This design comes from an exercise in tuning for small area on the open sky130 flow, not from production work.
RTL that was checked went through simulation tests only; none was proved equivalent to the original.
For run 2, only the layout was checked, not whether the RTL still works.
The flow treats the clock pin as an ideal source, which a real chip does not have.
Power is estimated from default activity; no workload was simulated.

==> design/flow/design.v <==
module Pong_Top
  #(parameter [16:0] BALL_AT  = 17'h0a8d7,   
    parameter [17:0] PAD_AT   = 18'h0de83,   
    parameter [17:0] PAD_OVER = 18'h1bd06)   
  (input  i_Clk,        
   input  i_Rst,        
   input i_Switch_1,
   input i_Switch_2,
   input i_Switch_3,
   input i_Switch_4,
   output o_VGA_HSync,
   output o_VGA_VSync,
   output [2:0] o_VGA_Red,
   output [2:0] o_VGA_Grn,
   output [2:0] o_VGA_Blu,
   output [3:0] o_Game_Test,
   output o_LED_1,
   output o_LED_2,
   output o_LED_3,
   output o_LED_4
   );
  wire [3:0] w_Switch = {i_Switch_4, i_Switch_3, i_Switch_2, i_Switch_1};
  reg  [3:0] r_Switch;
  reg  [3:0] r_Sig;
  reg  [3:0] r_LED;
  always @(posedge i_Clk)
    if (i_Rst)
      begin
        r_Switch <= 4'b0000;
        r_Sig    <= 4'b0000;
        r_LED    <= 4'b0000;
      end
    else
      begin
        r_Switch <= w_Switch;
        r_Sig    <= w_Switch & r_Switch;
        r_LED    <= r_LED ^ (w_Switch & r_Switch);
      end
  assign o_LED_1 = r_LED[0];
  assign o_LED_2 = r_LED[1];
  assign o_LED_3 = r_LED[2];
  assign o_LED_4 = r_LED[3];
  reg  [9:0] r_Col;
  reg  [9:0] r_Row;
  wire [9:0] w_Col_Inc = r_Col + 1'b1;
  wire [9:0] w_Row_Inc = r_Row + 1'b1;
  wire w_Col_End = &{r_Col[9:8], r_Col[4:0]};
  wire w_Row_End = r_Row[9] & r_Row[3] & r_Row[2];
  always @(posedge i_Clk)
    if (i_Rst)
      begin
        r_Col <= 10'd799;
        r_Row <= 10'd524;
      end
    else if (w_Col_End)
      begin
        r_Col <= 10'd0;
        r_Row <= w_Row_End ? 10'd0 : w_Row_Inc;
      end
    else
      r_Col <= w_Col_Inc;
  reg r_HSync, r_VSync;
  always @(posedge i_Clk)
    if (i_Rst)
      begin
        r_HSync <= 1'b0;
        r_VSync <= 1'b0;
      end
    else
      begin
        r_HSync <= !(r_Col >= 660 && r_Col <= 751);
        r_VSync <= !((r_Row == 490 && r_Col >= 2) || r_Row == 491 ||
                     (r_Row == 492 && r_Col < 2));
      end
  assign o_VGA_HSync = r_HSync;
  assign o_VGA_VSync = r_VSync;
  reg  [1:0] r_Start_Cnt;
  wire w_Started = &r_Start_Cnt;
  reg  [1:0] r_Test;        
  always @(posedge i_Clk)
    if (i_Rst)
      begin
        r_Start_Cnt <= 2'd0;
        r_Test      <= 2'b00;
      end
    else
      begin
        if (r_Sig[0] && !w_Started)
          r_Start_Cnt <= r_Start_Cnt + 1'b1;
        r_Test <= {r_Test[0], w_Started};
      end
  assign o_Game_Test = {4{r_Test[1]}};
  reg  [6:0]  r_Left;       
  reg  [7:0]  r_Right;      
  reg  [17:0] r_LU, r_LD, r_RU, r_RD;
  wire w_LU_Go = r_Sig[0] && w_Started;
  wire w_LD_Go = r_Sig[1] && w_Started;
  wire w_RU_Go = r_Sig[2];
  wire w_RD_Go = r_Sig[3] && w_Started;
  wire w_LU_Move = w_LU_Go && r_LU == PAD_AT && r_Left >= 2;
  wire w_LD_Move = w_LD_Go && r_LD == PAD_AT && r_Left <= 106;
  wire w_RU_Move = w_RU_Go && r_RU == PAD_AT;
  wire w_RD_Move = w_RD_Go && r_RD == PAD_AT && r_Right <= 106;
  wire w_LU_Clr = i_Rst || (w_LU_Go && (w_LU_Move || r_LU == PAD_OVER));
  wire w_LD_Clr = i_Rst || (w_LD_Go && (w_LD_Move || r_LD == PAD_OVER));
  wire w_RU_Clr = i_Rst || (w_RU_Go && (w_RU_Move || r_RU == PAD_OVER));
  wire w_RD_Clr = i_Rst || (w_RD_Go && (w_RD_Move || r_RD == PAD_OVER));
  always @(posedge i_Clk)
    begin
      r_LU <= w_LU_Clr ? 18'd0 : w_LU_Go ? {r_LU[16:0], ~(r_LU[17] ^ r_LU[10])} : r_LU;
      r_LD <= w_LD_Clr ? 18'd0 : w_LD_Go ? {r_LD[16:0], ~(r_LD[17] ^ r_LD[10])} : r_LD;
      r_RU <= w_RU_Clr ? 18'd0 : w_RU_Go ? {r_RU[16:0], ~(r_RU[17] ^ r_RU[10])} : r_RU;
      r_RD <= w_RD_Clr ? 18'd0 : w_RD_Go ? {r_RD[16:0], ~(r_RD[17] ^ r_RD[10])} : r_RD;
    end
  wire w_L_En = w_LD_Move || w_LU_Move;
  wire w_R_En = w_RD_Move || w_RU_Move;
  wire [7:0] w_L_T, w_R_T;    
  assign w_L_T[0] = w_L_En;
  assign w_R_T[0] = w_R_En;
  genvar gi;
  generate
    for (gi = 0; gi < 7; gi = gi + 1) begin : g_lt
      assign w_L_T[gi+1] = w_L_T[gi] & (r_Left[gi] ~^ w_LD_Move);
    end
    for (gi = 0; gi < 7; gi = gi + 1) begin : g_rt
      assign w_R_T[gi+1] = w_R_T[gi] & (r_Right[gi] ~^ w_RD_Move);
    end
  endgenerate
  always @(posedge i_Clk)
    if (i_Rst)
      begin
        r_Left  <= 7'd25;
        r_Right <= 8'd105;
      end
    else
      begin
        r_Left  <= r_Left ^ w_L_T[6:0];
        r_Right <= r_Right ^ w_R_T[7:0];
      end
  reg  [16:0] r_Ball_Cnt;
  reg  [8:0]  r_BX;         
  reg  [8:0]  r_BY;
  reg         r_DX, r_DY;
  reg  [2:0]  r_T1, r_T2;
  wire w_Tick = r_Ball_Cnt == BALL_AT;
  always @(posedge i_Clk)
    r_Ball_Cnt <= (i_Rst || w_Tick) ? 17'd0 : {r_Ball_Cnt[15:0], ~(r_Ball_Cnt[16] ^ r_Ball_Cnt[13])};
  wire [7:0] w_KB = r_DX ? r_Right : {1'b0, r_Left};
  wire [8:0] w_EB = {2'b00, r_BY[8:2]} - {1'b0, w_KB};
  wire w_EB_Lo = w_EB[8:4] == 5'd0;
  wire w_Y5   = r_BY >= 5;
  wire w_InL  = w_EB_Lo && (w_EB[3:0] <= 12 || (w_EB[3:0] == 13 && !r_BY[1]));
  wire w_InR  = w_EB_Lo && ((w_EB[3:0] >= 1 && w_EB[3:0] <= 13) || (w_EB[3:0] == 0 && r_BY[1]));
  wire w_Top  = r_BY == 1;
  wire w_Bot  = r_BY == 479;
  wire w_Hit  = w_Y5 && (r_DX ? (r_DY ? ((r_BX == 254 || r_BX == 255) && !w_Bot && w_InR)
                                      : (r_BX == 255 && w_InR))
                              : (r_BX == 14 && w_InL && !(r_DY && w_Bot)));
  wire w_Wall = r_DY ? w_Bot : w_Top;
  wire w_DX_N = r_DX ^ w_Hit;
  wire w_DY_N = r_DY ^ (!w_Hit && w_Wall);
  wire w_Score_2 = r_BX == 0;       
  wire w_Score_1 = r_BX == 320;     
  wire w_Score   = w_Score_2 || w_Score_1;
  wire w_Step    = w_Tick && !w_Score;
  wire w_Restart = i_Rst || (w_Tick && w_Score);
  wire [8:0] w_X_T, w_Y_T;
  assign w_X_T[0] = w_Step;
  assign w_Y_T[0] = w_Step;
  generate
    for (gi = 0; gi < 8; gi = gi + 1) begin : g_bt
      assign w_X_T[gi+1] = w_X_T[gi] & (r_BX[gi] ~^ w_DX_N);
      assign w_Y_T[gi+1] = w_Y_T[gi] & (r_BY[gi] ~^ w_DY_N);
    end
  endgenerate
  always @(posedge i_Clk)
    if (w_Restart)
      begin
        r_BX <= 9'd160;
        r_BY <= 9'd240;
      end
    else
      begin
        r_BX <= r_BX ^ w_X_T;
        r_BY <= r_BY ^ w_Y_T;
      end
  always @(posedge i_Clk)
    if (i_Rst)
      begin
        r_DX <= 1'b1;
        r_DY <= 1'b1;
        r_T1 <= 3'd0;
        r_T2 <= 3'd0;
      end
    else if (w_Tick)
      begin
        if (w_Score_2)
          begin
            r_T2 <= (r_T2 == 4) ? 3'd0 : r_T2 + 1'b1;
            if (r_T2 == 4)
              r_T1 <= 3'd0;
            r_DX <= 1'b0;
            r_DY <= 1'b0;
          end
        else if (w_Score_1)
          begin
            r_T1 <= (r_T1 == 4) ? 3'd0 : r_T1 + 1'b1;
            if (r_T1 == 4)
              r_T2 <= 3'd0;
            r_DX <= 1'b1;
            r_DY <= 1'b0;
          end
        else
          begin
            r_DX <= w_DX_N;
            r_DY <= w_DY_N;
          end
      end
  wire w_Sel_R = r_Col[9] | r_Col[8];
  wire [7:0] w_KP = w_Sel_R ? r_Right : {1'b0, r_Left};
  wire [8:0] w_EP = {1'b0, r_Row[9:2]} - {1'b0, w_KP};
  wire [3:0] w_EP4 = w_EP[3:0];
  wire w_EP_Lo = w_EP[8:4] == 5'd0;
  wire w_VL = w_EP_Lo && ((w_EP4 >= 2 && w_EP4 <= 12) || (w_EP4 == 1 && r_Row[1:0] != 0) ||
                          (w_EP4 == 13 && !r_Row[1]));
  wire w_VR = w_EP_Lo && ((w_EP4 >= 2 && w_EP4 <= 13) || (w_EP4 == 1 && r_Row[1:0] == 3));
  wire w_Pad_L = r_Col >= 17  && r_Col <= 27  && w_VL;
  wire w_Pad_R = r_Col >= 509 && r_Col <= 519 && w_VR;
  wire w_Ball_C = (r_Col[9:1] == r_BX) || (r_Col[0] && w_Col_Inc[9:1] == r_BX);
  wire [9:0] w_BY_Inc = r_BY + 1'b1;
  wire w_Ball_R = (r_Row == r_BY) || (w_Row_Inc == r_BY) || (r_Row == w_BY_Inc);
  wire w_Ball = w_Ball_C && w_Ball_R;
  wire w_Tally_Row = r_Row >= 10 && r_Row <= 20;
  wire w_Tally =
    w_Tally_Row &&
    ((r_T1 >= 1 && r_Col >= 100 && r_Col <= 102) ||
     (r_T1 >= 2 && r_Col >= 105 && r_Col <= 107) ||
     (r_T1 >= 3 && r_Col >= 110 && r_Col <= 112) ||
     (r_T1 >= 4 && r_Col >= 115 && r_Col <= 117) ||
     (r_T2 >= 1 && r_Col >= 400 && r_Col <= 402) ||
     (r_T2 >= 2 && r_Col >= 405 && r_Col <= 407) ||
     (r_T2 >= 3 && r_Col >= 410 && r_Col <= 412) ||
     (r_T2 >= 4 && r_Col >= 415 && r_Col <= 417));
  wire w_Pixel = w_Pad_L || w_Pad_R || w_Ball || w_Tally;
  reg [2:0] r_Video;
  always @(posedge i_Clk)
    if (i_Rst)
      r_Video <= 3'b000;
    else
      r_Video <= {r_Video[1:0], w_Started && w_Pixel};
  assign o_VGA_Red = {3{r_Video[2]}};
  assign o_VGA_Grn = {3{r_Video[2]}};
  assign o_VGA_Blu = {3{r_Video[2]}};
endmodule
==> design/flow/run.sh <==
#!/bin/bash
# synth_recipe.tcl (not shown) runs the flow's synth.tcl, then flattens the netlist and writes it again
# the make line also repeats each setting of config.mk as NAME=value (left out here)
make -C /OpenROAD-flow-scripts/flow DESIGN_CONFIG=/design/flow/config.mk WORK_HOME=/design/flow/orfs CLKGATE_MAP_FILE= SYNTH_SCRIPT=/design/flow/synth_recipe.tcl finish
==> design/flow/config.mk <==
export PLATFORM = sky130hd
export DESIGN_NAME = Pong_Top
export DESIGN_NICKNAME = Pong_Top
export VERILOG_FILES = /design/flow/design.v
export SDC_FILE = /design/flow/constraint.sdc
export NUM_CORES = 4
export LEC_CHECK = 0
export CAP_MARGIN = 20
export CORE_MARGIN = 2
export CORE_UTILIZATION = 40
export SLEW_MARGIN = 20
==> design/flow/constraint.sdc <==
create_clock -name core_clock -period 20.0 [get_ports {i_Clk}]
set_input_delay 4.0000 -clock core_clock [delete_from_list [all_inputs] [get_ports {i_Clk}]]
set_output_delay 4.0000 -clock core_clock [all_outputs]
set_load 0.01 [all_outputs]
==> summary.txt, run 1 <==
Post-CTS setup buffer count: 0
Area of the core: 24100 µm²
Vias after detailed routing: 8075
Count of inserted antenna diode cells: 0
Startpoint-to-endpoint class of the critical path: input port to flip-flop
Fraction of the cycle the final worst path needs: 0.278
Worst slack, placed: 13970 ps
Chip Width: 160 µm
Post-layout nets: 1198
Maximum vdd ir drop: 0.0388 mV
CTS clock-pin slew for the worst setup and hold paths: 70 ps
Asr flop ratio synth: 0
End of the worst register-to-register path: r_BX[6]$_SDFF_PP0_
Boundary Pins: 25
Pins over their slew limit: 0
Residual DRC: 0
Wire length of the first global-routing pass: 36300 µm
Maximum number of pins on one net before global-route repair: 42
Syn-to-layout area delta: 8.42%
Iteration-0 DRC count of the detailed router: 505
CTS buffer count: 17
Routed via count divided by cell count: 5.40
CTS sink cnt: 171
Arrival time at the worst endpoint: 5860 ps
Vertical extent of the die: 160 µm
Min-delay worst type: flip-flop to flip-flop
Final wirelength: 21400 µm
Reg2Reg Launch Point: r_DX$_SDFFE_PP1P_
Worst Min Path Start: r_Video[1]$_SDFF_PP0_
Met2 track demand over resource in global routing: 0.263
Mean cell area of the mapped netlist: 8.06 µm²
Number of detailed-route iterations in the first pass: 5
Worst reg-to-reg path cell count: 12
Count of state elements after synthesis: 171
Overall die area: 25600 µm²
GPL Wtd Cong: 0.840
Effective utilization at floorplan: 0.404
Part of the Yosys area used for sequential elements: 0.352
Count of unique library cells instantiated by Yosys: 77
Max-Slew Margin vs Limit: 0.307
Overall track demand over capacity in global routing: 0.170
Number of synthesized flops with an enable pin: 0
Worst skew pair latency: 420 ps
Fraction of final layout cells with drive strength greater than 1: 0.0487
WL/cell: 14.3 µm
Minimum clock period: 5560 ps
Synth Warn #: 1
Worst setup margin: 14440 ps
Slew at the pin closest to its max-slew limit: 1040 ps
Number of antenna-violating nets in the routed design: 0
R2R Setup Slk: 16030 ps
Post-synth net total: 1248
Post-Synthesis Cell Area: 9730 µm²
Crit end category: flip-flop
Run status: finished clean
Total of hold buffers inserted after clock tree synthesis: 0
P per Cell Area: 80.2 nW/µm²
Setup clock skew after layout: 10.6 ps
Instance count along the most critical hold path: 1
Static Leakage: 3.80 nW
Met3 GRT Util: 0.0255
Port bufs: 24
CP Data Required Time: 20300 ps
RSZ-0062 raised after global routing: false
Busiest metal layer after global routing: met2
Type of element launching the critical path: input port
Hold endpoint: r_Video[2]$_SDFF_PP0_
Placed wire-length estimate: 14900 µm
Most used DFF post-synth: dfxtp_1
Number of global-route vias before repair: 7289
Number of antenna violations at the first check in global routing: 0
Root buffer selected by CTS: clkbuf_16
Floorplan row count: 57
Final setup vio count: 0
Fmax: 180 MHz
Post-synthesis cell count: 1207
Post-CTS resize count: 0
Number of H-tree branching levels: 4
Setup TNS after final layout: 0 ps
Maximum fanout along the worst path: 41
Count of endpoints failing hold in the final timing report: 0
Sum of overflow across all layers after global routing: 0
Maximum Capacitance Violations: 0
TritonCTS clock tree: done
GR Util met1: 0.243
Number of buffers on the longest clock path: 2
Worst setup path startpoint: i_Rst
[final cells by class]
cell class,count,area [µm²]
Fill cell,2520,13600
Tap cell,324,405
Sequential cell,171,3420
Inverter,26,97.6
Timing Repair Buffer,25,243
Multi-Input combinational cell,916,5790
Clock inverter,12,126
Clock buffer,20,467
[worst max-delay path: stages]
cell and delay (ps):
buf_2 610, buf_4 470, a311o_1 400, nor2b_1 80, o21ai_0 160, o31ai_1 90
[kinds of logic after synthesis]
family,synth area share
flops,0.352
compound gates,0.159
buf+inv,0.0533
xor+xnor,0.0756
fa+ha+maj,0.0465
mux,0.0446
simple gates,0.269
[state kept, by name (all words and copies together), names as in the netlist, 10 cells and up]
register	flops
r_RU	18
r_Col	10
r_Row	10
r_RD	18
r_Ball_Cnt	17
r_LD	18
r_LU	18
[cell usage in the layout, fill, tap and decap left out, drive strengths merged, types with 6 or more instances in the layout]
| cell type | count |
|---|---|
| nand2b | 9 |
| a21o | 16 |
| nor3b | 7 |
| nand3 | 32 |
| nor2 | 92 |
| nor3 | 30 |
| nor2b | 22 |
| and2 | 21 |
| inv | 33 |
| nand4 | 16 |
| clkdlybuf4s50 | 23 |
| xnor2 | 51 |
| dfxtp | 171 |
| o21bai | 8 |
| clkbuf | 20 |
| nand4b | 8 |
| a31oi | 6 |
| or2 | 8 |
| or4 | 8 |
| a21oi | 92 |
| or3 | 18 |
| o31ai | 13 |
| and3 | 18 |
| nor4 | 10 |
| xor2 | 33 |
| o22ai | 8 |
| nand3b | 6 |
| ha | 33 |
| o21ai | 37 |
| nor4b | 6 |
| nand2 | 189 |
| mux2i | 40 |
| nor4bb | 8 |
[worst max-delay path by stage]
stage	endpoint	slack, ps	cells after the start
2_1_floorplan	r_BX[0]$_SDFF_PP0_	14990	4
3_3_place_gp	r_Video[0]$_SDFF_PP0_	14010	6
3_5_place_dp	r_Video[0]$_SDFF_PP0_	13970	6
4_1_cts	r_Video[0]$_SDFF_PP0_	14440	6
5_1_grt	r_Row[7]$_SDFFE_PP0P_	14250	6
6_report	r_Row[7]$_SDFFE_PP0P_	14440	6
[power breakdown]
group / total (mW) / switching [mW] / leakage (nW) / internal (mW)
registers: 0.393 / 0.0406 / 1.38 / 0.352
clock network: 0.331 / 0.146 / 0.292 / 0.186
logic: 0.122 / 0.0682 / 2.12 / 0.0535
total: 0.846 / 0.255 / 3.80 / 0.591
[per-stage QoR]
stage / utilization / std cells / hold slack (ps) / power (mW) / cell area (µm²)
finish: 0.438 / 1494 / 430 / 0.846 / 10600
global route: 0.438 / 1494 / 461 / 0.888 / 10600
CTS: 0.438 / 1494 / 437 / 0.855 / 10600
detailed placement: 0.413 / 1462 / 434 / 0.520 / 9960
global placement: 0.413 / 1462 / 427 / 0.518 / 9960
floorplan: - / 1207 / 414 / 0.486 / 9730
[routing by layer]
layer,routed length [µm],vias to the layer above
li1,-,4130
met1,11000,3802
met2,9400,121
met3,639,22
met4,321,0
met5,0,-
[cells in the mapped netlist (8+ instances only)]
cell	count	share of area
nor2b_1	22	0.014
nand4b_1	8	0.0072
o21ai_0	34	0.017
nand2_1	189	0.073
a21o_1	16	0.012
buf_2	10	0.0051
nor4bb_1	8	0.0082
nand2b_1	9	0.0058
mux2i_1	40	0.041
ha_1	33	0.042
buf_4	13	0.010
o22ai_1	8	0.0051
nand3_1	31	0.016
and3_1	18	0.012
clkbuf_1	65	0.025
o31ai_1	13	0.010
nor4_1	9	0.0058
dfxtp_1	171	0.35
nor3_1	28	0.014
xnor2_1	51	0.046
a21oi_1	92	0.047
and2_1	21	0.013
xor2_1	33	0.030
nand4_1	16	0.010
nor2_1	92	0.035
inv_1	26	0.010
or3_1	18	0.012
==> run 2: changes to the inputs <==
--- a/design/flow/design.v
+++ b/design/flow/design.v
@@ -227,8 +227,8 @@
   wire w_Pad_L = r_Col >= 17  && r_Col <= 27  && w_VL;
   wire w_Pad_R = r_Col >= 509 && r_Col <= 519 && w_VR;
   wire w_Ball_C = (r_Col[9:1] == r_BX) || (r_Col[0] && w_Col_Inc[9:1] == r_BX);
-  wire [9:0] w_BY_Inc = r_BY + 1'b1;
-  wire w_Ball_R = (r_Row == r_BY) || (w_Row_Inc == r_BY) || (r_Row == w_BY_Inc);
+  wire [10:0] w_DYB = {1'b0, w_Row_Inc} - {2'b00, r_BY};
+  wire w_Ball_R = w_DYB[10:2] == 9'd0 && w_DYB[1:0] != 2'd3;
   wire w_Ball = w_Ball_C && w_Ball_R;
   wire w_Tally_Row = r_Row >= 10 && r_Row <= 20;
   wire w_Tally =
==> design/flow/flow/run.sh (new file) <==
#!/bin/bash
# Own layout flow: the standard synthesis, then its combinational logic
# mapped again for area with ABC (the registers stay exactly as the standard
# synthesis made them), then the standard layout steps with a clock tree
# of smaller buffers. Each tool's output goes to a log file in this folder.
set -euo pipefail
W=$PWD
P=${FLOW_PLATFORM:-sky130hd}
R=$W/orfs/results/$P/Pong_Top/base
L=$W/orfs/logs/$P/Pong_Top/base
YOSYS=$FLOW_HOME/../tools/install/yosys/bin/yosys
LIB=$FLOW_HOME/platforms/$P/lib/sky130_fd_sc_hd__tt_025C_1v80.lib

# 1. the standard synthesis
bash standard.sh synth > log_std_synth.txt 2>&1
cp "$R/1_2_yosys.v" std_1_2_yosys.v

# 2. combinational cell models from the liberty file
"$YOSYS" -q -l log_cells.txt -p "read_liberty -ignore_miss_func $LIB; write_verilog -noattr cells_all.v"
python3 flow/combcells.py cells_all.v cells_comb.v > log_combcells.txt 2>&1

# 3. map the combinational logic again, keeping the cells the platform marks
#    don't-use out as the standard synthesis does
DU=$(grep -o -- '-dont_use [A-Za-z0-9_]*' "$L/1_2_yosys.log" | sort -u | tr '\n' ' ')
cat > resyn.ys <<EOS
read_liberty -lib $LIB
read_verilog -sv std_1_2_yosys.v
hierarchy -top $FLOW_TOP
tee -o resyn_before.txt stat -liberty $LIB
techmap -map cells_comb.v
techmap
opt -purge
abc -liberty $LIB -script $W/flow/abc_area.script $DU
opt_clean
setundef -zero
hilomap -singleton -hicell sky130_fd_sc_hd__conb_1 HI -locell sky130_fd_sc_hd__conb_1 LO
insbuf -buf sky130_fd_sc_hd__buf_4 A X
splitnets
opt_clean -purge
check -assert -mapped
tee -o resyn_after.txt stat -liberty $LIB
write_verilog -noattr -nohex -nodec resyn_1_2_yosys.v
EOS
"$YOSYS" -l log_resyn.txt -s resyn.ys > /dev/null
cp resyn_1_2_yosys.v "$R/1_2_yosys.v"
touch "$R/1_2_yosys.v"

# 4. the standard layout from the new netlist on; the clock tree uses
#    clkbuf_4 with smaller sink clusters and no dummy loads
export CTS_ARGS="-sink_clustering_enable -repair_clock_nets -buf_list sky130_fd_sc_hd__clkbuf_8 -dont_use_dummy_load"
bash standard.sh > log_std_layout.txt 2>&1
==> design/flow/flow/abc_area.script (new file) <==
&get -n
&st
&syn2
&dch
&nf
&st
&deepsyn -T 60
&dch -f
&nf -R 1000
&put
==> design/flow/flow/combcells.py (new file) <==
#!/usr/bin/env python3
"""Keep only the combinational cell models from a Yosys dump of the liberty
file (write_verilog of read_liberty), for techmapping the standard
synthesis's gates back to generic logic. Flip-flops and latches stay cells."""
import re, sys
src = open(sys.argv[1]).read()
keep = []
for body, name in re.findall(r'(module (\S+)\(.*?endmodule\n)', src, re.S):
    if 'always' in body or ' reg ' in body:
        continue
    keep.append(body)
open(sys.argv[2], 'w').write('\n'.join(keep))
print(len(keep), 'combinational cell models')
==> design/flow/standard.sh (new file) <==
#!/bin/bash
# synth_recipe.tcl (not shown) runs the flow's synth.tcl, then flattens the netlist and writes it again
# the make line also repeats each setting of config.mk as NAME=value (left out here)
make -C /OpenROAD-flow-scripts/flow DESIGN_CONFIG=/design/flow/config.mk WORK_HOME=/design/flow/orfs CLKGATE_MAP_FILE= SYNTH_SCRIPT=/design/flow/synth_recipe.tcl "${@:-finish}"
removed: design/flow/run.sh
==> run 2 against run 1 <==
Combinational power fell by 55%. Sequential power fell by 7.1%. Clock skew grew 36 ps. Cell area decreased by 18%. Largest power group unchanged. Worst hold slack is essentially flat.
==> summary.txt, run 2 <==
Run status: finished clean
Cells along the critical path: buf_2 -> buf_4 -> clkinv_1 -> buf_4 -> and3_1 -> o21ai_0 -> a2111oi_0 -> nand4_1 -> nor3_1 -> o2111ai_1 -> o221ai_1
Switching portion of total power: 0.261
Residual DRC: 0
Flip-flop and latch area: 3420 µm²
RSZ-0062 raised after global routing: false
Slew at the pin closest to its max-slew limit: 1070 ps
Mean cell area of the mapped netlist: 8.89 µm²
Post-CTS setup buffer count: 0
Number of detailed-route iterations in the first pass: 5
Worst Min Path Start: r_Test[0]$_SDFF_PP0_
Number of buffers on the longest clock path: 2
Root buffer selected by CTS: clkbuf_8
Sequential cell fraction of total power: 0.605
End of the worst register-to-register path: r_BX[7]$_SDFF_PP1_
Crit-path most repeated cell: buf_4
Total of hold buffers inserted after clock tree synthesis: 0
Hold endpoint: r_Test[1]$_SDFF_PP0_
Arrival time at the worst endpoint: 6280 ps
Boundary Pins: 25
Post-CTS resize count: 0
GPL Wtd Cong: 0.839
Count of inserted antenna diode cells: 0
Maximum Capacitance Violations: 0
Placed wire-length estimate: 12200 µm
Net switching component of the power: 0.158 mW
Final wirelength: 17800 µm
Floorplan row count: 51
Commonest non-fill, non-tap cells in the layout: 171 x dfxtp_1, 88 x nor2_1, 74 x a22o_1
Instance count along the most critical hold path: 1
Setup clock skew after layout: 47.1 ps
Area of the core: 19400 µm²
Post-synth net total: 890
Clock Power Share: 0.305
Number of global-route vias before repair: 6014
Syn-to-layout area delta: 9.77%
Post-Synthesis Cell Area: 7860 µm²
Effective utilization at floorplan: 0.405
Worst reg-to-reg path cell count: 14
Wire length of the first global-routing pass: 29900 µm
Post-synthesis cell count: 884
Fraction of the cycle the final worst path needs: 0.296
Most common library cell in the layout ignoring fill and taps: dfxtp_1
Maximum fanout along the worst path: 53
Min-delay worst type: flip-flop to flip-flop
P per Cell Area: 69.9 nW/µm²
CP Data Required Time: 20360 ps
Combinational share of power: 0.091
R2R Setup Slk: 16410 ps
Minimum clock period: 5920 ps
TritonCTS clock tree: done
Internal power contribution: 0.445 mW
Sum of overflow across all layers after global routing: 0
Setup TNS after final layout: 0 ps
Worst skew pair latency: 470 ps
Max-Slew Margin vs Limit: 0.288
Pins over their slew limit: 0
Final core utilization: 0.445
Number of antenna-violating nets in the routed design: 0
Crit end category: flip-flop
CTS clock-pin slew for the worst setup and hold paths: 70 ps
Chip Width: 144 µm
Static Leakage: 3.02 nW
CTS sink cnt: 171
Startpoint-to-endpoint class of the critical path: input port to flip-flop
Port bufs: 24
Overall die area: 20800 µm²
Critical path's slowest cell: and3_1
Number of H-tree branching levels: 4
Final setup vio count: 0
Routed via count divided by cell count: 5.54
Maximum vdd ir drop: 0.0362 mV
Count of endpoints failing hold in the final timing report: 0
Type of element launching the critical path: input port
Vertical extent of the die: 144 µm
WL/cell: 15.0 µm
Vias after detailed routing: 6569
Fraction of final layout cells with drive strength greater than 1: 0.0304
Fmax: 169 MHz
Post-layout nets: 928
Total area of multi-input combinational cells: 4290 µm²
Maximum number of pins on one net before global-route repair: 54
Overall track demand over capacity in global routing: 0.179
Iteration-0 DRC count of the detailed router: 464
Filler cells: 1954
Reg2Reg Launch Point: r_BX[2]$_SDFF_PP0_
CTS buffer count: 17
Maximum single-stage delay on the critical path: 420 ps
Synth Warn #: 1
Number of antenna violations at the first check in global routing: 0
run 2: worst max-delay path by stage:
stage               startpoint                     to  slack, ps
finish                   i_Rst  r_Video[0]$_SDFF_PP0_      14080
global route             i_Rst  r_Video[0]$_SDFF_PP0_      13830
CTS                      i_Rst   r_RD[6]$_SDFFE_PP0P_      13910
detailed placement       i_Rst   r_RD[1]$_SDFFE_PP0P_      13470
global placement         i_Rst   r_RD[2]$_SDFFE_PP0P_      13460
floorplan                i_Rst  r_LU[10]$_SDFFE_PP0P_      14410
run 2: area by class of cell:
cell class                      count  area share
Multi-Input combinational cell    684       0.497
Inverter                           16     0.00696
Timing Repair Buffer               32      0.0342
Clock buffer                       17      0.0271
Sequential cell                   171       0.397
Tap cell                          265      0.0384
run 2: per-layer routing:
layer  track usage  up-vias  wire length, µm
met5             0        -                0
met3        0.0361       28              652
met2         0.268      128             7630
met4        0.0669        0              393
met1         0.253     3043             9110
li1              -     3370                -
run 2: power groups by stage:
stage               clock (mW)  combinational, mW  sequential, mW
global placement             0             0.0539           0.372
finish                   0.184             0.0546           0.365
CTS                      0.190             0.0544           0.365
floorplan                    0             0.0394           0.367
detailed placement           0             0.0541           0.372
global route             0.202             0.0621           0.367
run 2: worst max-delay path: cells and delay by family:
family          cells  cell delay [ps]
buf+inv             4              800
simple gates        3              740
compound gates      4              730
run 2: through the flow:
stage          instance area, µm²  total power [mW]  hold WS [ps]  worst slack [ps]  std cells
6_report                     8630             0.603           430             14080       1185
5_1_grt                      8630             0.631           440             13830       1185
4_1_cts                      8620             0.609           435             13910       1185
3_5_place_dp                 8390             0.426           422             13470       1168
3_3_place_gp                 8390             0.426           425             13460       1168
2_1_floorplan                7860             0.406           414             14410        884
==> run 3: changes to the inputs <==
--- a/design/flow/design.v
+++ b/design/flow/design.v
@@ -74,22 +74,16 @@
       end
   assign o_VGA_HSync = r_HSync;
   assign o_VGA_VSync = r_VSync;
-  reg  [1:0] r_Start_Cnt;
-  wire w_Started = &r_Start_Cnt;
-  reg  [1:0] r_Test;        
-  always @(posedge i_Clk)
-    if (i_Rst)
-      begin
-        r_Start_Cnt <= 2'd0;
-        r_Test      <= 2'b00;
-      end
-    else
-      begin
-        if (r_Sig[0] && !w_Started)
-          r_Start_Cnt <= r_Start_Cnt + 1'b1;
-        r_Test <= {r_Test[0], w_Started};
-      end
-  assign o_Game_Test = {4{r_Test[1]}};
+  reg  [2:0] r_Start;
+  wire w_Started = r_Start[2];
+  always @(posedge i_Clk)
+    if (i_Rst)
+      r_Start <= 3'b000;
+    else if (r_Start[2])
+      r_Start <= {1'b1, r_Start[0], 1'b1};
+    else if (r_Sig[0])
+      r_Start <= r_Start[1] ? 3'b100 : {2'b00, 1'b1} << r_Start[0];
+  assign o_Game_Test = {4{r_Start[1] & r_Start[2]}};
   reg  [6:0]  r_Left;       
   reg  [7:0]  r_Right;      
   reg  [17:0] r_LU, r_LD, r_RU, r_RD;
--- a/design/flow/flow/run.sh
+++ b/design/flow/flow/run.sh
@@ -45,7 +45,8 @@
 cp resyn_1_2_yosys.v "$R/1_2_yosys.v"
 touch "$R/1_2_yosys.v"
 
-# 4. the standard layout from the new netlist on; the clock tree uses
-#    clkbuf_4 with smaller sink clusters and no dummy loads
+# 4. the standard layout from the new netlist on: the clock tree and the
+#    port buffers use smaller cells, and the clock tree has no dummy loads
 export CTS_ARGS="-sink_clustering_enable -repair_clock_nets -buf_list sky130_fd_sc_hd__clkbuf_8 -dont_use_dummy_load"
+export BUFFER_PORTS_ARGS="-buffer_cell sky130_fd_sc_hd__buf_1"
 bash standard.sh > log_std_layout.txt 2>&1
==> run 3 against run 2 <==
Still clean on timing, DRC and antenna. Sequential power is 1% lower. Area after synthesis rose by 0.41%. Cell area fell by 1.3%. Power fell by 3.0%. Worst setup slack worse by 190 ps. Via count grew 4.5%. Die area rose by 0.40%. Non-clock buffer count shrank 2. Count of clock-buffer cells in the layout stayed put. Critical path type unchanged.
==> summary.txt, run 3 <==
Area of placed instances: 8280 µm²
Worst slack, placed: 13380 ps
Fraction of final layout cells with drive strength greater than 1: 0.0299
Area of the core: 19400 µm²
Maximum single-stage delay on the critical path: 970 ps
Overall die area: 20900 µm²
Floorplan row count: 51
Static Leakage: 2.99 nW
Number of antenna violations at the first check in global routing: 0
P per Cell Area: 68.7 nW/µm²
Post-layout nets: 945
Final wirelength: 18200 µm
Mean cell area of the mapped netlist: 8.74 µm²
Vertical extent of the die: 144 µm
Worst setup margin: 13890 ps
Post-synthesis cell count: 903
Min-delay worst type: flip-flop to flip-flop
Post-CTS resize count: 0
Number of global-route vias before repair: 6066
Sum of overflow across all layers after global routing: 0
Setup TNS after final layout: 0 ps
Run status: finished clean
Count of endpoints failing hold in the final timing report: 0
Most common library cell in the layout ignoring fill and taps: dfxtp_1
Total instance count after detailed placement: 1185
Residual DRC: 0
Maximum Capacitance Violations: 0
Final setup vio count: 0
Setup clock skew after layout: 32.1 ps
Pins over their slew limit: 0
Crit-path most repeated cell: buf_4
Maximum number of pins on one net before global-route repair: 55
Minimum clock period: 6110 ps
Total of hold buffers inserted after clock tree synthesis: 0
Boundary Pins: 25
Top Family by Delay on Critical Path: buffers and inverters
Type of element launching the critical path: input port
Syn-to-layout area delta: 7.88%
Cells along the critical path: clkbuf_2 -> buf_4 -> clkinv_1 -> o21ai_0 -> buf_4 -> a21oi_1 -> o21a_1
Fmax: 164 MHz
Number of buffers on the longest clock path: 2
Placed wire-length estimate: 12600 µm
Filler cells: 1973
Routed via count divided by cell count: 5.71
Non-Filler Instances: 1202
Critical path buffer and inverter count: 4
Slew at the pin closest to its max-slew limit: 959 ps
Overall power of the completed layout: 0.585 mW
Effective utilization at floorplan: 0.407
Arrival time at the worst endpoint: 6440 ps
Worst skew pair latency: 460 ps
Post-Synthesis Cell Area: 7890 µm²
Startpoint-to-endpoint class of the critical path: input port to flip-flop
TritonCTS clock tree: done
GPL Wtd Cong: 0.838
Post-CTS setup buffer count: 0
Count of inserted antenna diode cells: 0
Root buffer selected by CTS: clkbuf_8
Maximum vdd ir drop: 0.0362 mV
Fraction of the cycle the final worst path needs: 0.305
Overall track demand over capacity in global routing: 0.180
CTS sink cnt: 170
Iteration-0 DRC count of the detailed router: 375
CTS clock-pin slew for the worst setup and hold paths: 70 ps
Number of H-tree branching levels: 4
Maximum fanout along the worst path: 54
Commonest non-fill, non-tap cells in the layout: 170 x dfxtp_1, 80 x nor2_1, 70 x nand2_1
Number of antenna-violating nets in the routed design: 0
Critical path's slowest cell: clkinv_1
Crit end category: flip-flop
Number of detailed-route iterations in the first pass: 5
Synth Warn #: 1
RSZ-0062 raised after global routing: false
Post-synth net total: 909
Wire length of the first global-routing pass: 30200 µm
Vias after detailed routing: 6863
Chip Width: 144 µm
CP Data Required Time: 20340 ps
CTS buffer count: 17
Total non-filler cell area in the finished layout: 8520 µm²
Max-Slew Margin vs Limit: 0.357
WL/cell: 15.1 µm
Port bufs: 24
[run 3: cell count changes in the layout (fill, tap and decap cells not counted), moves of 8 or more]
cell             delta
buf_1              +23
xnor2_1            -17
a21oi_1             +9
clkdlybuf4s50_1    -23
nor2_1              -8
[run 3: per-stage QoR]
stage / util / hold WS (ps)
2_1_floorplan: - / 414
3_3_place_gp: 0.426 / 428
3_5_place_dp: 0.427 / 441
4_1_cts: 0.439 / 455
5_1_grt: 0.439 / 468
6_report: 0.439 / 449
[run 3: metal layers]
layer / vias to the layer above / wire (µm) / track usage
met3: 19 / 885 / 0.0434
met2: 156 / 7990 / 0.273
li1: 3467 / - / -
met5: - / 0 / 0
met4: 0 / 213 / 0.0542
met1: 3221 / 9090 / 0.254
[run 3: final timing paths]
kind | to | from | slack [ps] | cells after the start
setup reg to reg | r_BX[8]$_SDFF_PP0_ | r_DX$_SDFFE_PP1P_ | 15450 | 18
hold / removal | r_Video[2]$_SDFF_PP0_ | r_Video[1]$_SDFF_PP0_ | 450 | 1
hold reg to reg | r_Video[2]$_SDFF_PP0_ | r_Video[1]$_SDFF_PP0_ | 450 | 1
setup / recovery | r_BX[4]$_SDFF_PP0_ | i_Rst | 13890 | 7
[run 3: cell type report]
| type | instances | area [µm²] | share of cell area |
|---|---|---|---|
| multi-input cells | 698 | 4330 | 0.508 |
| flip-flops and latches | 170 | 3400 | 0.400 |
| well taps | 265 | 332 | 0.0389 |
| clock buffers | 17 | 234 | 0.0275 |
| repair buffers | 30 | 136 | 0.0160 |
| inverters | 22 | 82.6 | 0.00970 |
[run 3: where the power goes]
group          switching [mW]  internal [mW]  total, mW
Combinational          0.0261         0.0176     0.0437
Clock                   0.106         0.0751      0.181
Sequential             0.0145          0.345      0.360
==> run 4: changes to the inputs <==
==> design/flow/flow/abc_area.script (replaced) <==
&get -n
&st
&syn2
&dch
&nf
&st
&deepsyn -T 60
&put
dch -f
amap -F 10 -A 30 -C 1000
==> run 4 against run 3 <==
Cell area down 2.1%. Power rose by 0.16%. Critical path depth grew 2. Flip-flop and latch count did not move. Area after synthesis is 1.9% lower. Core utilization increased by 0.35 points. Combinational power rose by 17%. Worst hold slack lost 30 ps. Largest power group unchanged. Die area decreased by 1.9%.
==> summary.txt, run 4 <==
WL/cell: 14.7 µm
Clock Power Share: 0.308
Chip Width: 143 µm
Post-layout nets: 1047
Fraction of the cycle the final worst path needs: 0.293
Most common library cell in the layout ignoring fill and taps: clkinv_1
Overall track demand over capacity in global routing: 0.194
Worst skew pair latency: 460 ps
Worst reg-to-reg path cell count: 18
CTS clock-pin slew for the worst setup and hold paths: 60 ps
Maximum vdd ir drop: 0.0380 mV
Number of buffers on the longest clock path: 2
Filler cells: 1920
Floorplan row count: 50
Worst Min Path Start: r_Ball_Cnt[10]$_SDFF_PP0_
Count of endpoints failing hold in the final timing report: 0
Overall die area: 20500 µm²
Arrival time at the worst endpoint: 6190 ps
CTS buffer count: 17
Final wirelength: 19100 µm
Critical path's slowest cell: nor2_1
Maximum single-stage delay on the critical path: 610 ps
Internal power contribution: 0.437 mW
Wire length of the first global-routing pass: 32200 µm
R2R Setup Slk: 15430 ps
Net switching component of the power: 0.149 mW
Maximum fanout along the worst path: 34
End of the worst register-to-register path: r_BX[8]$_SDFF_PP0_
Worst setup margin: 14150 ps
Routed via count divided by cell count: 5.61
Combinational share of power: 0.087
Count of inserted antenna diode cells: 0
Total of hold buffers inserted after clock tree synthesis: 0
Type of element launching the critical path: input port
GPL Wtd Cong: 0.928
Crit-path most repeated cell: clkinv_1
Vias after detailed routing: 7287
Slew at the pin closest to its max-slew limit: 1040 ps
TritonCTS clock tree: done
Number of detailed-route iterations in the first pass: 5
Run status: finished clean
Fmax: 171 MHz
Post-CTS setup buffer count: 0
Maximum Capacitance Violations: 0
Sequential cell fraction of total power: 0.605
Number of global-route vias before repair: 6452
Fraction of final layout cells with drive strength greater than 1: 0.0221
Post-CTS resize count: 0
Cells along the critical path: clkbuf_2 -> buf_4 -> nor2_1 -> clkinv_1 -> nand2_1 -> clkinv_1 -> o21ai_0 -> clkinv_1 -> o32ai_1
Iteration-0 DRC count of the detailed router: 552
Sum of overflow across all layers after global routing: 0
Final setup vio count: 0
Syn-to-layout area delta: 7.63%
Number of antenna-violating nets in the routed design: 0
Static Leakage: 2.63 nW
Minimum clock period: 5850 ps
Root buffer selected by CTS: clkbuf_8
Boundary Pins: 25
Worst setup path startpoint: i_Rst
Maximum number of pins on one net before global-route repair: 35
Number of H-tree branching levels: 4
Effective utilization at floorplan: 0.411
Residual DRC: 0
Min-delay worst type: flip-flop to flip-flop
Port bufs: 24
CTS sink cnt: 170
Startpoint-to-endpoint class of the critical path: input port to flip-flop
Commonest non-fill, non-tap cells in the layout: 183 x clkinv_1, 170 x dfxtp_1, 115 x nor2_1
Vertical extent of the die: 143 µm
Switching portion of total power: 0.254
Final core utilization: 0.443
Worst slack, placed: 13720 ps
Synth Warn #: 1
Setup clock skew after layout: 34.8 ps
Placed wire-length estimate: 14000 µm
Post-synth net total: 1012
Setup TNS after final layout: 0 ps
Post-Synthesis Cell Area: 7740 µm²
Pins over their slew limit: 0
Max-Slew Margin vs Limit: 0.299
Post-synthesis cell count: 1006
RSZ-0062 raised after global routing: false
P per Cell Area: 70.3 nW/µm²
Number of antenna violations at the first check in global routing: 0
Mean cell area of the mapped netlist: 7.70 µm²
Crit end category: flip-flop
Area of the core: 18800 µm²
Capture point of the worst path: r_T1[2]$_SDFFE_PP0P_
CP Data Required Time: 20340 ps
Reg2Reg Launch Point: r_DX$_SDFFE_PP1P_
## run 4: worst max-delay path: cells and delay by family
family / cells / cell delay, ps
buffers and inverters: 5 / 1090
AO/OA/AOI/OAI: 2 / 250
AND/OR/NAND/NOR: 2 / 820
## run 4: layer usage
layer	wire, µm	track usage	up-vias
met5	0	0	-
met4	429	0.0703	0
met3	1010	0.0339	30
met2	7910	0.279	209
met1	9780	0.289	3315
li1	-	-	3733
## run 4: worst min-delay path by stage
| stage | to | slack (ps) | depth (start not counted) |
|---|---|---|---|
| final | r_Ball_Cnt[11]$_SDFF_PP0_ | 420 | 2 |
| after global routing | r_Ball_Cnt[1]$_SDFF_PP0_ | 440 | 2 |
| after CTS | r_Ball_Cnt[11]$_SDFF_PP0_ | 420 | 2 |
| after detailed placement | r_Ball_Cnt[11]$_SDFF_PP0_ | 410 | 2 |
| after global placement | r_Ball_Cnt[11]$_SDFF_PP0_ | 410 | 2 |
| after floorplan | r_Col[0]$_SDFF_PP1_ | 390 | 1 |
## run 4: power groups by stage
stage          Clock (mW)  Sequential, mW  Combinational, mW
4_1_cts             0.188           0.354             0.0505
2_1_floorplan           0           0.359             0.0371
5_1_grt             0.203           0.355             0.0572
3_3_place_gp            0           0.362             0.0501
3_5_place_dp            0           0.362             0.0504
6_report            0.180           0.354             0.0510
## run 4: stage by stage
stage	power, mW	hold WS (ps)	cells	instance area [µm²]
after global routing	0.615	445	1299	8330
after global placement	0.412	412	1282	8100
after floorplan	0.396	394	1006	7740
after CTS	0.593	421	1299	8330
final	0.586	419	1299	8330
after detailed placement	0.412	412	1282	8100
## run 4: cell type report
cell class / instances / area (µm²) / area share
inverter: 183 / 687 / 0.0824
tap: 260 / 325 / 0.0390
multi-input combinational: 640 / 3550 / 0.427
sequential: 170 / 3400 / 0.408
clock buffer: 17 / 234 / 0.0281
timing repair buffer: 29 / 129 / 0.0155
==> run 5: changes to the inputs <==
--- a/design/flow/flow/run.sh
+++ b/design/flow/flow/run.sh
@@ -47,6 +47,6 @@
 
 # 4. the standard layout from the new netlist on: the clock tree and the
 #    port buffers use smaller cells, and the clock tree has no dummy loads
-export CTS_ARGS="-sink_clustering_enable -repair_clock_nets -buf_list sky130_fd_sc_hd__clkbuf_8 -dont_use_dummy_load"
+export CTS_ARGS="-sink_clustering_enable -repair_clock_nets -buf_list {sky130_fd_sc_hd__clkbuf_4 sky130_fd_sc_hd__clkbuf_8} -dont_use_dummy_load"
 export BUFFER_PORTS_ARGS="-buffer_cell sky130_fd_sc_hd__buf_1"
 bash standard.sh > log_std_layout.txt 2>&1
--- a/design/flow/config.mk
+++ b/design/flow/config.mk
@@ -7,5 +7,6 @@
 export LEC_CHECK = 0
 export CAP_MARGIN = 20
 export CORE_MARGIN = 2
-export CORE_UTILIZATION = 40
+export CORE_UTILIZATION = 70
+export PLACE_DENSITY = 0.8
 export SLEW_MARGIN = 20
==> run 5 against run 4 <==
Still clean on timing, DRC and antenna. Cell area down 1.5%. Core utilization rose by 31 points. Critical path depth fell by 1. Fmax fell by 8.2%. Die area fell by 42%. Flip-flop and latch count unchanged. Global-route usage rose by 13 points. Clock skew decreased by 15 ps. Sequential power barely moved. Non-clock buffer count fell by 2. Critical path type unchanged. Largest cell class unchanged.
==> summary.txt, run 5 <==
Commonest non-fill, non-tap cells in the layout: 185 x clkinv_1, 170 x dfxtp_1, 127 x nor2_1
Fmax: 157 MHz
Routed via count divided by cell count: 6.33
Post-layout nets: 1049
Count of endpoints failing hold in the final timing report: 0
Post-synth net total: 1016
Top Family by Delay on Critical Path: buffers and inverters
Final wirelength: 18600 µm
Post-CTS setup buffer count: 0
Static Leakage: 2.60 nW
Number of global-route vias before repair: 6868
Final setup vio count: 0
Critical path buffer and inverter count: 3
Startpoint-to-endpoint class of the critical path: input port to flip-flop
Effective utilization at floorplan: 0.717
Chip Width: 109 µm
Pins over their slew limit: 0
Min-delay worst type: flip-flop to flip-flop
Max-Slew Margin vs Limit: 0.398
Setup clock skew after layout: 20.3 ps
Clock Power Share: 0.307
Type of element launching the critical path: input port
Vertical extent of the die: 109 µm
Number of buffers on the longest clock path: 2
Boundary Pins: 25
Number of antenna violations at the first check in global routing: 0
Syn-to-layout area delta: 5.72%
Root buffer selected by CTS: clkbuf_8
Worst setup margin: 13620 ps
Fraction of the cycle the final worst path needs: 0.319
Cells along the critical path: clkbuf_2 -> clkinv_1 -> buf_4 -> o311ai_0 -> nand2_1 -> nor3_1 -> a21oi_1 -> o22ai_1
Post-CTS resize count: 0
Filler cells: 890
Slew at the pin closest to its max-slew limit: 896 ps
Internal power contribution: 0.436 mW
Floorplan row count: 38
Iteration-0 DRC count of the detailed router: 809
CTS clock-pin slew for the worst setup and hold paths: 90 ps
Port bufs: 24
Most common library cell in the layout ignoring fill and taps: clkinv_1
CP Data Required Time: 20390 ps
Number of H-tree branching levels: 4
Maximum Capacitance Violations: 0
Number of antenna-violating nets in the routed design: 0
Setup TNS after final layout: 0 ps
Total of hold buffers inserted after clock tree synthesis: 0
P per Cell Area: 71.0 nW/µm²
Maximum fanout along the worst path: 37
TritonCTS clock tree: done
CTS buffer count: 17
Placed wire-length estimate: 13500 µm
Arrival time at the worst endpoint: 6770 ps
Worst slack, placed: 13200 ps
Run status: finished clean
Number of detailed-route iterations in the first pass: 5
GPL Wtd Cong: 0.931
Post-synthesis cell count: 1010
Wire length of the first global-routing pass: 31000 µm
Fraction of final layout cells with drive strength greater than 1: 0.0211
Net switching component of the power: 0.147 mW
Overall die area: 12000 µm²
Worst skew pair latency: 460 ps
CTS sink cnt: 170
Synth Warn #: 1
Count of inserted antenna diode cells: 0
WL/cell: 15.8 µm
Maximum single-stage delay on the critical path: 890 ps
Combinational share of power: 0.086
Vias after detailed routing: 7473
RSZ-0062 raised after global routing: false
Sequential cell fraction of total power: 0.607
Mean cell area of the mapped netlist: 7.69 µm²
Maximum number of pins on one net before global-route repair: 38
Crit end category: flip-flop
Residual DRC: 0
Sum of overflow across all layers after global routing: 0
Overall track demand over capacity in global routing: 0.326
Switching portion of total power: 0.252
Minimum clock period: 6380 ps
Area of the core: 10800 µm²
Critical path's slowest cell: clkinv_1
Final core utilization: 0.758
Maximum vdd ir drop: 0.0781 mV
Post-Synthesis Cell Area: 7770 µm²
## run 5: path summary, 6_finish.rpt
kind	startpoint	to	slack (ps)	cells past startpoint
max	i_Rst	r_T1[2]$_SDFFE_PP0P_	13620	8
min	r_Ball_Cnt[12]$_SDFF_PP0_	r_Ball_Cnt[13]$_SDFF_PP0_	420	2
max reg2reg	r_Ball_Cnt[0]$_SDFF_PP0_	r_BY[7]$_SDFF_PP1_	15150	15
min reg2reg	r_Ball_Cnt[12]$_SDFF_PP0_	r_Ball_Cnt[13]$_SDFF_PP0_	420	2
## run 5: per-layer routing
metal	vias up	global-route usage	routed length [µm]	part of all wire
met5	-	0	0	0
met4	0	0.118	405	0.022
met3	42	0.0682	983	0.053
met2	257	0.562	9130	0.49
met1	3429	0.403	8100	0.44
li1	3745	-	-	-
## run 5: area by class of cell
class	instances	area [µm²]	area share
Multi-Input combinational cell	642	3590	0.437
Clock buffer	17	234	0.0285
Tap cell	140	175	0.0213
Inverter	185	694	0.0846
Sequential cell	170	3400	0.414
Timing Repair Buffer	27	114	0.0139
## run 5: power by group through the flow
stage	registers (mW)	clock network, mW	logic [mW]
after floorplan	0.359	0	0.0364
after global placement	0.361	0	0.0480
after detailed placement	0.361	0	0.0488
after CTS	0.353	0.182	0.0491
after global routing	0.355	0.194	0.0564
final	0.354	0.179	0.0500
## run 5: worst register-to-register path: stages (launching register included)
cell and delay, ps:
dfxtp_1 320, clkinv_1 70, or4_1 500, or4_1 400, nor4_1 570, clkinv_1 500, a221oi_1 500, o21ai_0 280
nor2_1 190, nand2_1 90, o32a_1 330, a221oi_1 360, clkinv_1 150, nor2_1 200, clkinv_1 110, o221ai_1 180
## run 5: metrics by stage
stage          instance area (µm²)  cells  total power, mW  hold slack, ps
2_1_floorplan                 7770   1010            0.395             397
4_1_cts                       8200   1181            0.584             427
3_5_place_dp                  7970   1164            0.410             413
5_1_grt                       8210   1181            0.605             441
3_3_place_gp                  7970   1164            0.409             408
6_report                      8210   1181            0.583             424
==> run 6: changes to the inputs <==
--- a/design/flow/flow/run.sh
+++ b/design/flow/flow/run.sh
@@ -22,7 +22,9 @@
 # 3. map the combinational logic again, keeping the cells the platform marks
 #    don't-use out as the standard synthesis does
 DU=$(grep -o -- '-dont_use [A-Za-z0-9_]*' "$L/1_2_yosys.log" | sort -u | tr '\n' ' ')
-cat > resyn.ys <<EOS
+for S in 0 1 2 3; do
+  sed "s/@SEED@/$S/" flow/abc_area.script > abc_$S.script
+  cat > resyn_$S.ys <<EOS
 read_liberty -lib $LIB
 read_verilog -sv std_1_2_yosys.v
 hierarchy -top $FLOW_TOP
@@ -30,7 +32,7 @@
 techmap -map cells_comb.v
 techmap
 opt -purge
-abc -liberty $LIB -script $W/flow/abc_area.script $DU
+abc -liberty $LIB -script $W/abc_$S.script $DU
 opt_clean
 setundef -zero
 hilomap -singleton -hicell sky130_fd_sc_hd__conb_1 HI -locell sky130_fd_sc_hd__conb_1 LO
@@ -38,15 +40,29 @@
 splitnets
 opt_clean -purge
 check -assert -mapped
-tee -o resyn_after.txt stat -liberty $LIB
-write_verilog -noattr -nohex -nodec resyn_1_2_yosys.v
+tee -o resyn_after_$S.txt stat -liberty $LIB
+write_verilog -noattr -nohex -nodec resyn_$S.v
 EOS
-"$YOSYS" -l log_resyn.txt -s resyn.ys > /dev/null
-cp resyn_1_2_yosys.v "$R/1_2_yosys.v"
+  "$YOSYS" -l log_resyn_$S.txt -s resyn_$S.ys > /dev/null &
+done
+wait
+# keep the smallest of the four seeds' netlists
+BEST=$(for S in 0 1 2 3; do
+  a=$(grep -o "Chip area for module .*: [0-9.]*" resyn_after_$S.txt 2>/dev/null | awk "{print \$NF}" || true); [ -n "$a" ] || a=1e9
+  echo "$a $S"
+done | sort -g | head -1 | awk '{print $2}')
+echo "seed $BEST" > resyn_choice.txt
+cp resyn_$BEST.v "$R/1_2_yosys.v"
 touch "$R/1_2_yosys.v"
 
 # 4. the standard layout from the new netlist on: the clock tree and the
 #    port buffers use smaller cells, and the clock tree has no dummy loads
-export CTS_ARGS="-sink_clustering_enable -repair_clock_nets -buf_list {sky130_fd_sc_hd__clkbuf_4 sky130_fd_sc_hd__clkbuf_8} -dont_use_dummy_load"
+export CTS_ARGS="-sink_clustering_enable -repair_clock_nets -buf_list sky130_fd_sc_hd__clkbuf_8 -dont_use_dummy_load"
 export BUFFER_PORTS_ARGS="-buffer_cell sky130_fd_sc_hd__buf_1"
+bash standard.sh cts > log_std_to_cts.txt 2>&1
+
+# 5. each leaf clock buffer gets the smallest size that keeps its flip-flops'
+#    clock slew low, then the standard layout runs on to the end
+CTS_DB="$R/4_cts.odb" CTS_SDC="$R/4_cts.sdc" \
+  openroad -no_init -exit flow/clk_resize.tcl > log_clk_resize.txt 2>&1
 bash standard.sh > log_std_layout.txt 2>&1
==> design/flow/flow/abc_area.script (replaced) <==
&get -n
&st
&syn2
&dch
&nf
&st
&deepsyn -T 60 -S @SEED@
&put
dch -f
amap -F 10 -A 30 -C 1000
==> design/flow/flow/clk_resize.tcl (new file) <==
set lib_dir $::env(FLOW_HOME)/platforms/$::env(FLOW_PLATFORM)/lib
read_liberty $lib_dir/sky130_fd_sc_hd__tt_025C_1v80.lib
read_db $::env(CTS_DB)
read_sdc $::env(CTS_SDC)
source $::env(FLOW_HOME)/platforms/$::env(FLOW_PLATFORM)/setRC.tcl
estimate_parasitics -placement
set limit 0.118
proc leaf_slew { inst } {
  set opin [get_pins -of_objects $inst -filter "direction == output"]
  set net [get_nets -of_objects $opin]
  set w 0
  set ff 0
  foreach p [get_pins -of_objects $net -filter "direction == input"] {
    if { [string match "*df*" [get_property [get_cells -of_objects $p] ref_name]] } { incr ff }
    set s [get_property $p slew_max]
    if { $s > $w } { set w $s }
  }
  return [list $ff $w]
}
foreach inst [get_cells clkbuf_*] {
  set m [get_property $inst ref_name]
  if { ![string match "*clkbuf_8" $m] } { continue }
  lassign [leaf_slew $inst] ff w
  if { $ff == 0 } { continue }
  set done 0
  foreach cand {sky130_fd_sc_hd__clkbuf_2 sky130_fd_sc_hd__clkbuf_4} {
    replace_cell $inst $cand
    estimate_parasitics -placement
    lassign [leaf_slew $inst] ff w2
    if { $w2 <= $limit } {
      puts "[get_full_name $inst]: $m -> $cand, $ff sinks, slew [format %.3f $w] -> [format %.3f $w2]"
      set done 1
      break
    }
  }
  if { !$done } {
    replace_cell $inst $m
    estimate_parasitics -placement
    puts "[get_full_name $inst]: kept $m, $ff sinks, slew [format %.3f $w]"
  }
}
check_placement -verbose
write_db $::env(CTS_DB)
--- a/design/flow/config.mk
+++ b/design/flow/config.mk
@@ -7,6 +7,5 @@
 export LEC_CHECK = 0
 export CAP_MARGIN = 20
 export CORE_MARGIN = 2
-export CORE_UTILIZATION = 70
-export PLACE_DENSITY = 0.8
+export CORE_UTILIZATION = 40
 export SLEW_MARGIN = 20
==> run 6 against run 5 <==
Final cell count grew 10%. Via count shrank 4.6%. Clock skew grew 19 ps. Routed wire length grew 3.6%. Count of clock-buffer cells in the layout is the same. Clock power shrank 8%. Die area grew 72%. Sequential share of layout area shrank 0.54 points. Power shrank 2.5%. Non-clock buffer count grew 1. Highest routed layer unchanged.
==> summary.txt, run 6 <==
Syn-to-layout area delta: 7.10%
Root buffer selected by CTS: clkbuf_8
Maximum fanout along the worst path: 37
WL/cell: 14.8 µm
Number of global-route vias before repair: 6465
Count of inserted antenna diode cells: 0
Port bufs: 24
Arrival time at the worst endpoint: 6360 ps
CP Data Required Time: 20360 ps
Number of antenna-violating nets in the routed design: 0
Critical path's slowest cell: clkinv_1
CTS buffer count: 17
Worst skew pair latency: 450 ps
Startpoint-to-endpoint class of the critical path: input port to flip-flop
Maximum Capacitance Violations: 0
CTS clock-pin slew for the worst setup and hold paths: 90 ps
Hold slack final: 424 ps
Combinational share of power: 0.089
Maximum number of pins on one net before global-route repair: 38
Switching portion of total power: 0.261
Effective utilization at floorplan: 0.411
Worst Min Path Start: r_Ball_Cnt[10]$_SDFF_PP0_
Setup clock skew after layout: 39.5 ps
Post-Synthesis Cell Area: 7770 µm²
Fmax: 167 MHz
Max-Slew Margin vs Limit: 0.466
RSZ-0062 raised after global routing: false
Number of antenna violations at the first check in global routing: 0
Overall die area: 20500 µm²
P per Cell Area: 68.3 nW/µm²
Run status: finished clean
GPL Wtd Cong: 0.878
Number of H-tree branching levels: 4
Fraction of final layout cells with drive strength greater than 1: 0.0221
Fraction of the cycle the final worst path needs: 0.300
Min-delay worst type: flip-flop to flip-flop
Net switching component of the power: 0.148 mW
Chip Width: 143 µm
Post-CTS setup buffer count: 0
Vertical extent of the die: 143 µm
Boundary Pins: 25
Placed wire-length estimate: 14200 µm
Mean cell area of the mapped netlist: 7.69 µm²
Post-synthesis cell count: 1010
Worst setup path startpoint: i_Rst
Sum of overflow across all layers after global routing: 0
Slew at the pin closest to its max-slew limit: 796 ps
Count of endpoints failing hold in the final timing report: 0
Number of buffers on the longest clock path: 2
Iteration-0 DRC count of the detailed router: 374
Minimum clock period: 6000 ps
Wire length of the first global-routing pass: 32000 µm
Type of element launching the critical path: input port
Top Family by Delay on Critical Path: buffers and inverters
Vias after detailed routing: 7132
Internal power contribution: 0.420 mW
Filler cells: 2008
Routed via count divided by cell count: 5.48
TritonCTS clock tree: done
Crit-path most repeated cell: buf_4
Setup TNS after final layout: 0 ps
Area of the core: 18900 µm²
Cells along the critical path: clkbuf_2 -> buf_4 -> clkinv_1 -> buf_4 -> o311ai_0 -> nand2_1 -> nor3_1 -> a21oi_1 -> o22ai_1
Floorplan row count: 50
Overall track demand over capacity in global routing: 0.194
Critical path buffer and inverter count: 4
Crit end category: flip-flop
Overall power of the completed layout: 0.568 mW
Clock Power Share: 0.289
Pins over their slew limit: 0
CTS sink cnt: 170
Maximum single-stage delay on the critical path: 670 ps
Post-layout nets: 1050
Final setup vio count: 0
Commonest non-fill, non-tap cells in the layout: 185 x clkinv_1, 170 x dfxtp_1, 127 x nor2_1
Post-synth net total: 1016
Reg2Reg Launch Point: r_Ball_Cnt[0]$_SDFF_PP0_
Maximum vdd ir drop: 0.0400 mV
Total of hold buffers inserted after clock tree synthesis: 0
Final wirelength: 19300 µm
Residual DRC: 0
Sequential cell fraction of total power: 0.623
Synth Warn #: 1
Static Leakage: 2.58 nW
Most common library cell in the layout ignoring fill and taps: clkinv_1
Number of detailed-route iterations in the first pass: 5
Post-CTS resize count: 0
[run 6: metrics by stage]
stage | setup slack (ps) | cell area (µm²) | std cells | utilization
detailed placement | 13500 | 8120 | 1285 | 0.430
CTS | 13990 | 8360 | 1302 | 0.442
floorplan | 14480 | 7770 | 1010 | -
finish | 14000 | 8320 | 1302 | 0.440
global placement | 13550 | 8120 | 1285 | 0.430
global route | 13750 | 8320 | 1302 | 0.440
[run 6: power by group through the flow]
stage | Combinational (mW) | Sequential [mW] | Clock, mW
detailed placement | 0.0499 | 0.361 | 0
global placement | 0.0498 | 0.361 | 0
finish | 0.0505 | 0.354 | 0.164
global route | 0.0574 | 0.355 | 0.184
floorplan | 0.0364 | 0.359 | 0
CTS | 0.0501 | 0.354 | 0.190
[run 6: final timing paths]
path | endpoint | slack, ps | depth (start not counted)
worst min register to register | r_Ball_Cnt[11]$_SDFF_PP0_ | 420 | 2
worst max-delay path | r_T1[2]$_SDFFE_PP0P_ | 14000 | 9
worst max register to register | r_BY[7]$_SDFF_PP1_ | 15210 | 15
worst min-delay path | r_Ball_Cnt[11]$_SDFF_PP0_ | 420 | 2
[run 6: per-layer routing]
layer | GRT usage | wire, µm | up-vias
li1 | - | - | 3751
met1 | 0.264 | 9420 | 3229
met2 | 0.310 | 8760 | 128
met3 | 0.0417 | 778 | 24
met4 | 0.0557 | 322 | 0
met5 | 0 | 0 | -
[run 6: worst min-delay path: stages (launching register included)]
cell	delay [ps]
dfxtp_1	310
clkinv_1	40
nor2_1	30
[run 6: final cells by class]
cell class / count / area (µm²) / share of cell area
Sequential cell: 170 / 3400 / 0.409
Clock buffer: 17 / 184 / 0.0221
Timing Repair Buffer: 28 / 121 / 0.0146
Inverter: 185 / 694 / 0.0835
Tap cell: 260 / 325 / 0.0391
Multi-Input combinational cell: 642 / 3590 / 0.432

==> re-timing with driven ports <==
In the flow no input, the clock included, has a driving cell. The finished layouts below were timed again as built, in two steps. Step 1: set_driving_cell puts a clkbuf_16 on i_Clk and a buf_2 on each other input, an assumption about the parent block. Step 2, shift: input delay + t, output delay - t, t = (earliest + latest rising clock arrival at the registers) / 2. This alone moves slack from input paths to output paths. Slacks: no drivers / after step 1 / after step 2; pairs: no drivers / after step 1.
run	shift t [ns]	slack for setup (ns)	slew at the worst register clock pin (ns)	worst data-port slew with drivers (ns)
run 1	0.467	14.442 / 14.465 / 13.999	0.07 / 0.07	0.03
run 2	0.482	14.085 / 14.101 / 13.619	0.11 / 0.11	0.03
run 3	0.487	13.894 / 13.906 / 13.419	0.10 / 0.10	0.04
run 4	0.483	14.149 / 14.163 / 13.680	0.10 / 0.10	0.03
run 5	0.492	13.623 / 13.640 / 13.148	0.09 / 0.09	0.03
run 6	0.474	13.996 / 14.016 / 13.542	0.12 / 0.12	0.04
After both steps setup and hold are still met in every run listed.
